This is an optimization exercise on Yosys and OpenROAD, whose aim is small area, a short achievable clock period and few clock cycles, not a production implementation.
RTL that was checked went through simulation tests only; none was proved equivalent to the original.
Power and IR drop assume default switching activity.

==> flow/design.v (excerpt) <==
module alu (
    input wire clk,
    input wire reset,
    input wire enable,
    input wire [3:0] op,
    input wire [15:0] ra,
    input wire [15:0] rb,
    output logic [15:0] out,
    output logic busy
);
Size in the first run: about 1,400 cells after synthesis, about 51 flip-flops, ~56 I/O pins, roughly 11,000 sq um of cells after synthesis.
export LEC_CHECK = 0
export CAP_MARGIN = 20
export CORE_MARGIN = 2
export CORE_UTILIZATION = 60
export SETUP_SLACK_MARGIN = 4.0
export SLEW_MARGIN = 20
create_clock -name core_clock -period 9.0 [get_ports {clk}]
standard.sh (not shown) runs the stock make flow with config.mk's settings and CLKGATE_MAP_FILE= SYNTH_SCRIPT=/design/flow/synth_recipe.tcl, a recipe that flattens the netlist after the stock synthesis.
==> flow/flow/run.sh <==
#!/bin/bash
# The standard layout, with plain buffers (buf_4) on the ports instead of the
# delay cells buffer_ports picks by default.
set -euo pipefail
export BUFFER_PORTS_ARGS="-buffer_cell sky130_fd_sc_hd__buf_4"
bash standard.sh > standard_flow.log 2>&1
Rerun with:
--- a/flow/design.v
+++ b/flow/design.v
@@ -92,20 +92,15 @@
     wire [4:0]  shamt = busy ? {1'b0, cnt} + 5'd1 : {|rb[15:4], rb[3:0]};
     wire [15:0] sh_in = shl ? rev16(ra) : ra;
     wire [15:0] sh_r = shamt[4] ? 16'b0 : (sh_in >> shamt[3:0]);
     wire [15:0] sh_out = shl ? rev16(sh_r) : sh_r;
     wire [4:0] clz_a = clz16(ra);
     wire [4:0] clz_b = clz16(rb);
     wire [5:0] nm1 = {1'b0, clz_b} - {1'b0, clz_a};
-    logic [15:0] rb_above;   
-    always_comb begin
-        rb_above[15] = 1'b0;
-        for (int i = 14; i >= 0; i--) rb_above[i] = rb_above[i + 1] | rb[i + 1];
-    end
-    wire div_run = (rb != 16'b0) && |(ra & ~rb_above);
+    wire div_run = !nm1[5] && !clz_b[4];
     wire [16:0] rem2 = {y, nbit};
     wire [16:0] trial = rem2 - {1'b0, rb};
     wire        qbit = !trial[16];
     wire [15:0] rem_next = qbit ? trial[15:0] : rem2[15:0];
     wire [1:0]  dsel = busy ? cnt[1:0] : 2'd0;
     wire [3:0]  digit = busy ? mdig : rb[3:0];
     wire [15:0] mcand = ra << {dsel, 2'b00};
Result: The changed run completed without violations. Register-to-register slack loses 0.08 ns. Synthesized area goes down by 6.3%. Routed wire length goes down by 2.9%. Power goes down by 3.9%. Utilization goes up by 1.3 points. Global-route usage goes up by 2.5 points. Via count goes down by 1.7%.
Testbench counts after the change, summed over its fixed seeds: cycles 17,393.
No functional check of the RTL was part of the first run of this note.

========
Another version of the RTL of alu (not shown whole).
Size in the first run: roughly 1500 cells after synthesis, about 48 flip-flops, roughly 56 I/O pins.
==> flow/config.mk <==
export PLATFORM = sky130hd
export DESIGN_NAME = alu
export DESIGN_NICKNAME = alu
export VERILOG_FILES = /design/flow/design.v
export SDC_FILE = /design/flow/constraint.sdc
export NUM_CORES = 4
export LEC_CHECK = 0
export CAP_MARGIN = 20
export CORE_MARGIN = 2
export CORE_UTILIZATION = 40
export SLEW_MARGIN = 20
==> flow/constraint.sdc <==
create_clock -name core_clock -period 9.0 [get_ports {clk}]
set_input_delay 1.8000 -clock core_clock [delete_from_list [all_inputs] [get_ports {clk}]]
set_output_delay 1.8000 -clock core_clock [all_outputs]
set_load 0.01 [all_outputs]
Scripts as last shown in full above: flow/flow/run.sh
The baseline went through all stages and came out clean.
Rerun with:
--- a/flow/design.v
+++ b/flow/design.v
@@ -8,44 +8,37 @@
     input wire [15:0] rb,
     output logic [15:0] out,
     output logic busy
 );
     localparam logic [3:0] ALU_ADD = 4'd0, ALU_SUB = 4'd1, ALU_MUL = 4'd2, ALU_DIV = 4'd3,
                            ALU_MOD = 4'd4, ALU_SHL = 4'd5, ALU_SHR = 4'd6, ALU_AND = 4'd7,
                            ALU_OR  = 4'd8, ALU_XOR = 4'd9, ALU_NOR = 4'd10, ALU_POPCNT = 4'd11,
                            ALU_CLZ = 4'd12, ALU_CTZ = 4'd13, ALU_XXX = 4'd14, ALU_CMP = 4'd15;
-    localparam logic [2:0] O_SUM = 3'd0, O_LOGIC = 3'd1, O_CMP = 3'd2, O_SHL = 3'd3, O_SHR = 3'd4;
+    localparam logic [1:0] O_SUM = 2'd0, O_LOGIC = 2'd1, O_CMP = 2'd2;
     logic [15:0] x, y;
     logic        cin;
-    logic [2:0]  omode;
+    logic [1:0]  omode;
     logic [3:0]  tt;        
     logic        mul;       
     logic        quo;       
     logic        first;     
     logic [3:0]  cnt;       
     logic        nbit;      
     wire [16:0] sum = {1'b0, x} + {1'b0, y} + {16'b0, cin};
     logic [15:0] lu;
     always_comb
         for (int i = 0; i < 16; i++)
             lu[i] = tt[{x[i], y[i]}];
-    wire        dstart = busy && first;
-    wire [15:0] shin = dstart ? y : x;
-    wire [4:0]  shamt = dstart ? {1'b0, cnt} + 5'd1 : {|y[15:4], y[3:0]};
-    wire [15:0] shl_v = shamt[4] ? 16'b0 : (shin << shamt[3:0]);
-    wire [15:0] shr_v = shamt[4] ? 16'b0 : (shin >> shamt[3:0]);
     wire        eq = &(x ^ y);
     wire        ge = sum[16];
     always_comb begin
         case (omode)
             O_LOGIC: out = lu;
             O_CMP:   out = {13'b0, ge && !eq, eq, !ge};
-            O_SHL:   out = shl_v;
-            O_SHR:   out = shr_v;
             default: out = sum[15:0];
         endcase
     end
     function automatic [4:0] clz16(input [15:0] v);
         logic [3:0] c;
         logic [15:0] t;
         begin
             t = v;
@@ -83,16 +76,25 @@
             rev8[k] = v[7 - k];
     endfunction
     wire       hi_zero = (ra[15:8] == 8'b0);
     wire       lo_zero = (ra[7:0] == 8'b0);
     wire [3:0] clz_hi = clz8(ra[15:8]);
     wire [3:0] clz_lo = clz8(ra[7:0]);
     wire [3:0] ctz_lo = clz8(rev8(ra[7:0]));
     wire [3:0] ctz_hi = clz8(rev8(ra[15:8]));
+    function automatic [15:0] rev16(input [15:0] v);
+        for (int k = 0; k < 16; k++)
+            rev16[k] = v[15 - k];
+    endfunction
+    wire        shl = !busy && (op == ALU_SHL);
+    wire [4:0]  shamt = busy ? {1'b0, cnt} + 5'd1 : {|rb[15:4], rb[3:0]};
+    wire [15:0] sh_in = shl ? rev16(ra) : ra;
+    wire [15:0] sh_r = shamt[4] ? 16'b0 : (sh_in >> shamt[3:0]);
+    wire [15:0] sh_out = shl ? rev16(sh_r) : sh_r;
     wire [4:0] clz_a = clz16(ra);
     wire [4:0] clz_b = clz16(rb);
     wire [5:0] nm1 = {1'b0, clz_b} - {1'b0, clz_a};
     wire div_run = !nm1[5] && !clz_b[4];
     wire [16:0] rem2 = {y, nbit};
     wire [16:0] trial = rem2 - {1'b0, rb};
     wire        qbit = !trial[16];
     wire [15:0] rem_next = qbit ? trial[15:0] : rem2[15:0];
@@ -111,30 +113,29 @@
     wire [15:0] c2 = ((pp1 & pp2) | (pp1 & pp3) | (pp2 & pp3)) << 1;
     wire [15:0] s3 = s1 ^ c1 ^ s2;
     wire [15:0] c3 = ((s1 & c1) | (s1 & s2) | (c1 & s2)) << 1;
     wire [15:0] s4 = s3 ^ c3 ^ c2;
     wire [15:0] c4 = ((s3 & c3) | (s3 & c2) | (c3 & c2)) << 1;
     wire        mul_more = (dsel == 2'd0) ? |rb[15:4] : (dsel == 2'd1) ? |rb[15:8] :
                            (dsel == 2'd2) ? |rb[15:12] : 1'b0;
     logic [15:0] xv, yv;
-    logic [2:0]  mv;
+    logic [1:0]  mv;
     logic [3:0]  tv;
     always_comb begin
         xv = ra;
         yv = rb;
         mv = O_SUM;
         tv = 4'b0000;
         case (op)
             ALU_SUB: yv = ~rb;
             ALU_MUL: begin xv = s4; yv = c4; end
             ALU_DIV: begin xv = {16{rb == 16'b0}}; yv = ra; mv = O_LOGIC; tv = 4'b1100; end
             ALU_MOD: begin xv = {16{rb == 16'b0}}; yv = ra; mv = O_LOGIC; tv = 4'b1010; end
-            ALU_SHL: mv = O_SHL;
-            ALU_SHR: mv = O_SHR;
+            ALU_SHL, ALU_SHR: begin xv = sh_out; mv = O_LOGIC; tv = 4'b1100; end
             ALU_AND: begin mv = O_LOGIC; tv = 4'b1000; end
             ALU_OR:  begin mv = O_LOGIC; tv = 4'b1110; end
             ALU_XOR: begin mv = O_LOGIC; tv = 4'b0110; end
             ALU_NOR: begin mv = O_LOGIC; tv = 4'b0001; end
             ALU_POPCNT: begin xv = {12'b0, popcnt8(ra[7:0])}; yv = {12'b0, popcnt8(ra[15:8])}; end
             ALU_CLZ: begin xv = {12'b0, clz_hi}; yv = {12'b0, hi_zero ? clz_lo : 4'd0}; end
             ALU_CTZ: begin xv = {12'b0, ctz_lo}; yv = {12'b0, lo_zero ? ctz_hi : 4'd0}; end
             ALU_CMP: begin yv = ~rb; mv = O_CMP; end
@@ -146,17 +147,17 @@
             omode <= O_LOGIC;
             busy <= 1'b0;
         end else if (busy) begin
             if (mul) begin
                 x <= s4;
                 y <= c4;
                 if (!mul_more) busy <= 1'b0;
             end else if (first) begin
-                y <= shr_v;
+                y <= sh_r;
             end else begin
                 x <= {x[14:0], qbit};
                 y <= rem_next;
                 if (cnt == 4'd0) busy <= 1'b0;
             end
         end else if (enable && op != ALU_XXX) begin
             x <= xv;
             y <= yv;
After rerunning: Non-clock buffer count came out lower by 11. Routed wire length came out lower by 11%. Die area came out lower by 2.3%. Design area came out lower by 3.3%. Sequential cell count came out lower by 1. Critical path depth came out higher by 4. Register-to-register slack improves by 0.24 ns.
No functional check of the RTL was part of any run of this note.

========
The RTL this note starts from:
==> flow/design.v <==
`default_nettype none
module alu (
    input wire clk,
    input wire reset,
    input wire enable,
    input wire [3:0] op,
    input wire [15:0] ra,
    input wire [15:0] rb,
    output logic [15:0] out,
    output logic busy
);
    localparam logic [3:0] ALU_ADD = 4'd0, ALU_SUB = 4'd1, ALU_MUL = 4'd2, ALU_DIV = 4'd3,
                           ALU_MOD = 4'd4, ALU_SHL = 4'd5, ALU_SHR = 4'd6, ALU_AND = 4'd7,
                           ALU_OR  = 4'd8, ALU_XOR = 4'd9, ALU_NOR = 4'd10, ALU_POPCNT = 4'd11,
                           ALU_CLZ = 4'd12, ALU_CTZ = 4'd13, ALU_XXX = 4'd14, ALU_CMP = 4'd15;
    localparam logic [1:0] O_SUM = 2'd0, O_LOGIC = 2'd1, O_CMP = 2'd2;
    logic [15:0] x, y;
    logic        cin;
    logic [1:0]  omode;
    logic [3:0]  tt;        
    logic        mul;       
    logic        quo;       
    logic        first;     
    logic [3:0]  cnt;       
    logic        nbit;      
    logic [3:0]  mdig;      
    wire [16:0] sum = {1'b0, x} + {1'b0, y} + {16'b0, cin};
    logic [15:0] lu;
    always_comb
        for (int i = 0; i < 16; i++)
            lu[i] = tt[{x[i], y[i]}];
    wire        eq = &(x ^ y);
    wire        ge = sum[16];
    always_comb begin
        case (omode)
            O_LOGIC: out = lu;
            O_CMP:   out = {13'b0, ge && !eq, eq, !ge};
            default: out = sum[15:0];
        endcase
    end
    function automatic [4:0] clz16(input [15:0] v);
        logic [3:0] c;
        logic [15:0] t;
        begin
            t = v;
            c = 4'd0;
            if (t[15:8] == 8'b0) begin c[3] = 1'b1; t = t << 8; end
            if (t[15:12] == 4'b0) begin c[2] = 1'b1; t = t << 4; end
            if (t[15:14] == 2'b0) begin c[1] = 1'b1; t = t << 2; end
            if (t[15] == 1'b0) c[0] = 1'b1;
            clz16 = (v == 16'b0) ? 5'd16 : {1'b0, c};
        end
    endfunction
    function automatic [3:0] clz8(input [7:0] v);
        logic [2:0] c;
        logic [7:0] t;
        begin
            t = v;
            c = 3'd0;
            if (t[7:4] == 4'b0) begin c[2] = 1'b1; t = t << 4; end
            if (t[7:6] == 2'b0) begin c[1] = 1'b1; t = t << 2; end
            if (t[7] == 1'b0) c[0] = 1'b1;
            clz8 = (v == 8'b0) ? 4'd8 : {1'b0, c};
        end
    endfunction
    function automatic [3:0] popcnt8(input [7:0] v);
        logic [1:0] p2 [4];
        logic [2:0] p4 [2];
        begin
            for (int k = 0; k < 4; k++) p2[k] = {1'b0, v[2*k]} + {1'b0, v[2*k+1]};
            for (int k = 0; k < 2; k++) p4[k] = {1'b0, p2[2*k]} + {1'b0, p2[2*k+1]};
            popcnt8 = {1'b0, p4[0]} + {1'b0, p4[1]};
        end
    endfunction
    function automatic [7:0] rev8(input [7:0] v);
        for (int k = 0; k < 8; k++)
            rev8[k] = v[7 - k];
    endfunction
    wire       hi_zero = (ra[15:8] == 8'b0);
    wire       lo_zero = (ra[7:0] == 8'b0);
    wire [3:0] clz_hi = clz8(ra[15:8]);
    wire [3:0] clz_lo = clz8(ra[7:0]);
    wire [3:0] ctz_lo = clz8(rev8(ra[7:0]));
    wire [3:0] ctz_hi = clz8(rev8(ra[15:8]));
    function automatic [15:0] rev16(input [15:0] v);
        for (int k = 0; k < 16; k++)
            rev16[k] = v[15 - k];
    endfunction
    wire        shl = !busy && (op == ALU_SHL);
    wire [4:0]  shamt = busy ? {1'b0, cnt} + 5'd1 : {|rb[15:4], rb[3:0]};
    wire [15:0] sh_in = shl ? rev16(ra) : ra;
    wire [15:0] sh_r = shamt[4] ? 16'b0 : (sh_in >> shamt[3:0]);
    wire [15:0] sh_out = shl ? rev16(sh_r) : sh_r;
    wire [4:0] clz_a = clz16(ra);
    wire [4:0] clz_b = clz16(rb);
    wire [5:0] nm1 = {1'b0, clz_b} - {1'b0, clz_a};
    wire div_run = !nm1[5] && !clz_b[4];
    wire [16:0] rem2 = {y, nbit};
    wire [16:0] trial = rem2 - {1'b0, rb};
    wire        qbit = !trial[16];
    wire [15:0] rem_next = qbit ? trial[15:0] : rem2[15:0];
    wire [1:0]  dsel = busy ? cnt[1:0] : 2'd0;
    wire [3:0]  digit = busy ? mdig : rb[3:0];
    wire [15:0] mcand = ra << {dsel, 2'b00};
    wire [15:0] pp0 = mcand & {16{digit[0]}};
    wire [15:0] pp1 = (mcand << 1) & {16{digit[1]}};
    wire [15:0] pp2 = (mcand << 2) & {16{digit[2]}};
    wire [15:0] pp3 = (mcand << 3) & {16{digit[3]}};
    wire [15:0] ax = busy ? x : 16'b0;
    wire [15:0] ay = busy ? y : 16'b0;
    wire [15:0] s1 = ax ^ ay ^ pp0;
    wire [15:0] c1 = ((ax & ay) | (ax & pp0) | (ay & pp0)) << 1;
    wire [15:0] s2 = pp1 ^ pp2 ^ pp3;
    wire [15:0] c2 = ((pp1 & pp2) | (pp1 & pp3) | (pp2 & pp3)) << 1;
    wire [15:0] s3 = s1 ^ c1 ^ s2;
    wire [15:0] c3 = ((s1 & c1) | (s1 & s2) | (c1 & s2)) << 1;
    wire [15:0] s4 = s3 ^ c3 ^ c2;
    wire [15:0] c4 = ((s3 & c3) | (s3 & c2) | (c3 & c2)) << 1;
    wire        mul_more = (dsel == 2'd0) ? |rb[15:4] : (dsel == 2'd1) ? |rb[15:8] :
                           (dsel == 2'd2) ? |rb[15:12] : 1'b0;
    logic [15:0] xv, yv;
    logic [1:0]  mv;
    logic [3:0]  tv;
    always_comb begin
        xv = ra;
        yv = rb;
        mv = O_SUM;
        tv = 4'b0000;
        case (op)
            ALU_SUB: yv = ~rb;
            ALU_MUL: begin xv = s4; yv = c4; end
            ALU_DIV: begin xv = {16{rb == 16'b0}}; yv = ra; mv = O_LOGIC; tv = 4'b1100; end
            ALU_MOD: begin xv = {16{rb == 16'b0}}; yv = ra; mv = O_LOGIC; tv = 4'b1010; end
            ALU_SHL, ALU_SHR: begin xv = sh_out; mv = O_LOGIC; tv = 4'b1100; end
            ALU_AND: begin mv = O_LOGIC; tv = 4'b1000; end
            ALU_OR:  begin mv = O_LOGIC; tv = 4'b1110; end
            ALU_XOR: begin mv = O_LOGIC; tv = 4'b0110; end
            ALU_NOR: begin mv = O_LOGIC; tv = 4'b0001; end
            ALU_POPCNT: begin xv = {12'b0, popcnt8(ra[7:0])}; yv = {12'b0, popcnt8(ra[15:8])}; end
            ALU_CLZ: begin xv = {12'b0, clz_hi}; yv = {12'b0, hi_zero ? clz_lo : 4'd0}; end
            ALU_CTZ: begin xv = {12'b0, ctz_lo}; yv = {12'b0, lo_zero ? ctz_hi : 4'd0}; end
            ALU_CMP: begin yv = ~rb; mv = O_CMP; end
            default: ;
        endcase
    end
    always_ff @(posedge clk) begin
        if (reset) begin
            omode <= O_LOGIC;
            busy <= 1'b0;
        end else if (busy) begin
            if (mul) begin
                x <= s4;
                y <= c4;
                if (!mul_more) busy <= 1'b0;
            end else if (first) begin
                y <= sh_r;
            end else begin
                x <= {x[14:0], qbit};
                y <= rem_next;
                if (cnt == 4'd0) busy <= 1'b0;
            end
        end else if (enable && op != ALU_XXX) begin
            x <= xv;
            y <= yv;
            cin <= (op == ALU_SUB) || (op == ALU_CMP);
            omode <= mv;
            busy <= ((op == ALU_DIV || op == ALU_MOD) && div_run) || ((op == ALU_MUL) && mul_more);
        end
    end
    always_ff @(posedge clk) begin
        if (busy) begin
            if (mul) cnt <= cnt + 4'd1;
            else if (!first) cnt <= cnt - 4'd1;
            mdig <= rb[4*(cnt[1:0] + 2'd1) +: 4];
            first <= 1'b0;
            nbit <= first ? ra[cnt] : ra[cnt - 4'd1];
        end else if (enable && (op == ALU_DIV || op == ALU_MOD)) begin
            cnt <= nm1[3:0];
            mul <= 1'b0;
            quo <= (op == ALU_DIV);
            first <= div_run;
        end else if (enable && op == ALU_MUL) begin
            cnt <= 4'd1;
            mdig <= rb[7:4];
            mul <= 1'b1;
        end
        if (reset) tt <= 4'b0000;
        else if (!busy && enable && op != ALU_XXX) tt <= tv;
    end
endmodule
clock: 9.0 ns
lec_check: 0
cap_margin: 20
core_margin: 2
core_utilization: 60
setup_slack_margin: 4.0
slew_margin: 20
Scripts as last shown in full above: flow/flow/run.sh
Then changed:
--- a/flow/design.v
+++ b/flow/design.v
@@ -24,11 +24,13 @@
     logic [3:0]  cnt;       
     logic        nbit;      
     logic [3:0]  mdig;      
-    wire [16:0] sum = {1'b0, x} + {1'b0, y} + {16'b0, cin};
+    wire [17:0] sum2 = {1'b0, x, 1'b1} + {1'b0, y, cin};
+    wire [16:0] sum = sum2[17:1];
     logic [15:0] lu;
     always_comb
         for (int i = 0; i < 16; i++)
-            lu[i] = tt[{x[i], y[i]}];
+            lu[i] = (tt[3] & x[i] & y[i]) | (tt[2] & x[i] & ~y[i]) |
+                    (tt[1] & ~x[i] & y[i]) | (tt[0] & ~x[i] & ~y[i]);
     wire        eq = &(x ^ y);
     wire        ge = sum[16];
     always_comb begin
@@ -82,15 +84,10 @@
     wire [3:0] clz_lo = clz8(ra[7:0]);
     wire [3:0] ctz_lo = clz8(rev8(ra[7:0]));
     wire [3:0] ctz_hi = clz8(rev8(ra[15:8]));
-    function automatic [15:0] rev16(input [15:0] v);
-        for (int k = 0; k < 16; k++)
-            rev16[k] = v[15 - k];
-    endfunction
-    wire        shl = !busy && (op == ALU_SHL);
-    wire [4:0]  shamt = busy ? {1'b0, cnt} + 5'd1 : {|rb[15:4], rb[3:0]};
-    wire [15:0] sh_in = shl ? rev16(ra) : ra;
-    wire [15:0] sh_r = shamt[4] ? 16'b0 : (sh_in >> shamt[3:0]);
-    wire [15:0] sh_out = shl ? rev16(sh_r) : sh_r;
+    wire        sh_big = |rb[15:4];
+    wire [15:0] shl_v = sh_big ? 16'b0 : (ra << rb[3:0]);
+    wire [4:0]  shamt = busy ? {1'b0, cnt} + 5'd1 : {sh_big, rb[3:0]};
+    wire [15:0] sh_r = shamt[4] ? 16'b0 : (ra >> shamt[3:0]);
     wire [4:0] clz_a = clz16(ra);
     wire [4:0] clz_b = clz16(rb);
     wire [5:0] nm1 = {1'b0, clz_b} - {1'b0, clz_a};
@@ -131,7 +128,8 @@
             ALU_MUL: begin xv = s4; yv = c4; end
             ALU_DIV: begin xv = {16{rb == 16'b0}}; yv = ra; mv = O_LOGIC; tv = 4'b1100; end
             ALU_MOD: begin xv = {16{rb == 16'b0}}; yv = ra; mv = O_LOGIC; tv = 4'b1010; end
-            ALU_SHL, ALU_SHR: begin xv = sh_out; mv = O_LOGIC; tv = 4'b1100; end
+            ALU_SHL: begin xv = shl_v; mv = O_LOGIC; tv = 4'b1100; end
+            ALU_SHR: begin xv = sh_r; mv = O_LOGIC; tv = 4'b1100; end
             ALU_AND: begin mv = O_LOGIC; tv = 4'b1000; end
             ALU_OR:  begin mv = O_LOGIC; tv = 4'b1110; end
             ALU_XOR: begin mv = O_LOGIC; tv = 4'b0110; end
Effect: The new run passed the timing, DRC and antenna checks. Power grows by 6.2%. Worst setup slack improves by 26 ps. Count of clock-buffer cells in the layout came out lower by 2. Utilization went up by 2.1 points. Wire length came out higher by 6.7%. Hold slack is worse by 5.3 ps. Non-clock buffer count is higher by 24. Maximum frequency increases by 0.52%. Global-route usage rises by 2.4 points. Register-to-register slack stays flat. Sequential share of layout area is lower by 0.40 points. Design area went up by 3.2%. Sequential cell count stays the same. Cell count rises by 4.6%.
Function was not checked in any run of this note: the RTL went through the layout flow alone.

afterwards: timing with drivers on the ports:
No port has a modelled driver above. Below, the same layouts with a new extraction and two added sets of constraints. Step 1 (the two cells are an assumption about what drives the block):
set clk [get_ports {clk}]
set_driving_cell -lib_cell sky130_fd_sc_hd__clkbuf_16 $clk
set_driving_cell -lib_cell sky130_fd_sc_hd__buf_2 [delete_from_list [all_inputs] $clk]
Step 2 moves the port delays by t, midway between the first and last clock arrival at a register: inputs arrive t later, outputs are due t later. That takes back most of the time a late clock gives input paths. Slacks: ideal / step 1 / step 2; pairs: ideal / step 1.
run	shift t [ns]	setup WS [ns]	worst register clock-pin slew, ns	worst data-port slew with drivers (ns)
the first run of note 1	0.354	4.036 / 4.017 / 3.698	0.07 / 0.07	0.05
the second run of note 1	0.353	3.991 / 3.992 / 3.638	0.09 / 0.09	0.04
the first run of note 2	0.360	2.857 / 2.810 / 2.994	0.08 / 0.08	0.03
the second run of note 2	0.361	3.151 / 3.180 / 2.819	0.08 / 0.08	0.06
the first run of note 3	0.361	3.955 / 3.981 / 3.619	0.07 / 0.07	0.06
the second run of note 3	0.359	3.981 / 3.975 / 3.615	0.09 / 0.09	0.07
After both steps every run listed still meets setup and hold. The setup slack of the second run of note 3, which loses most, moves by -0.006 ns with the drivers and by -0.366 ns with both steps.
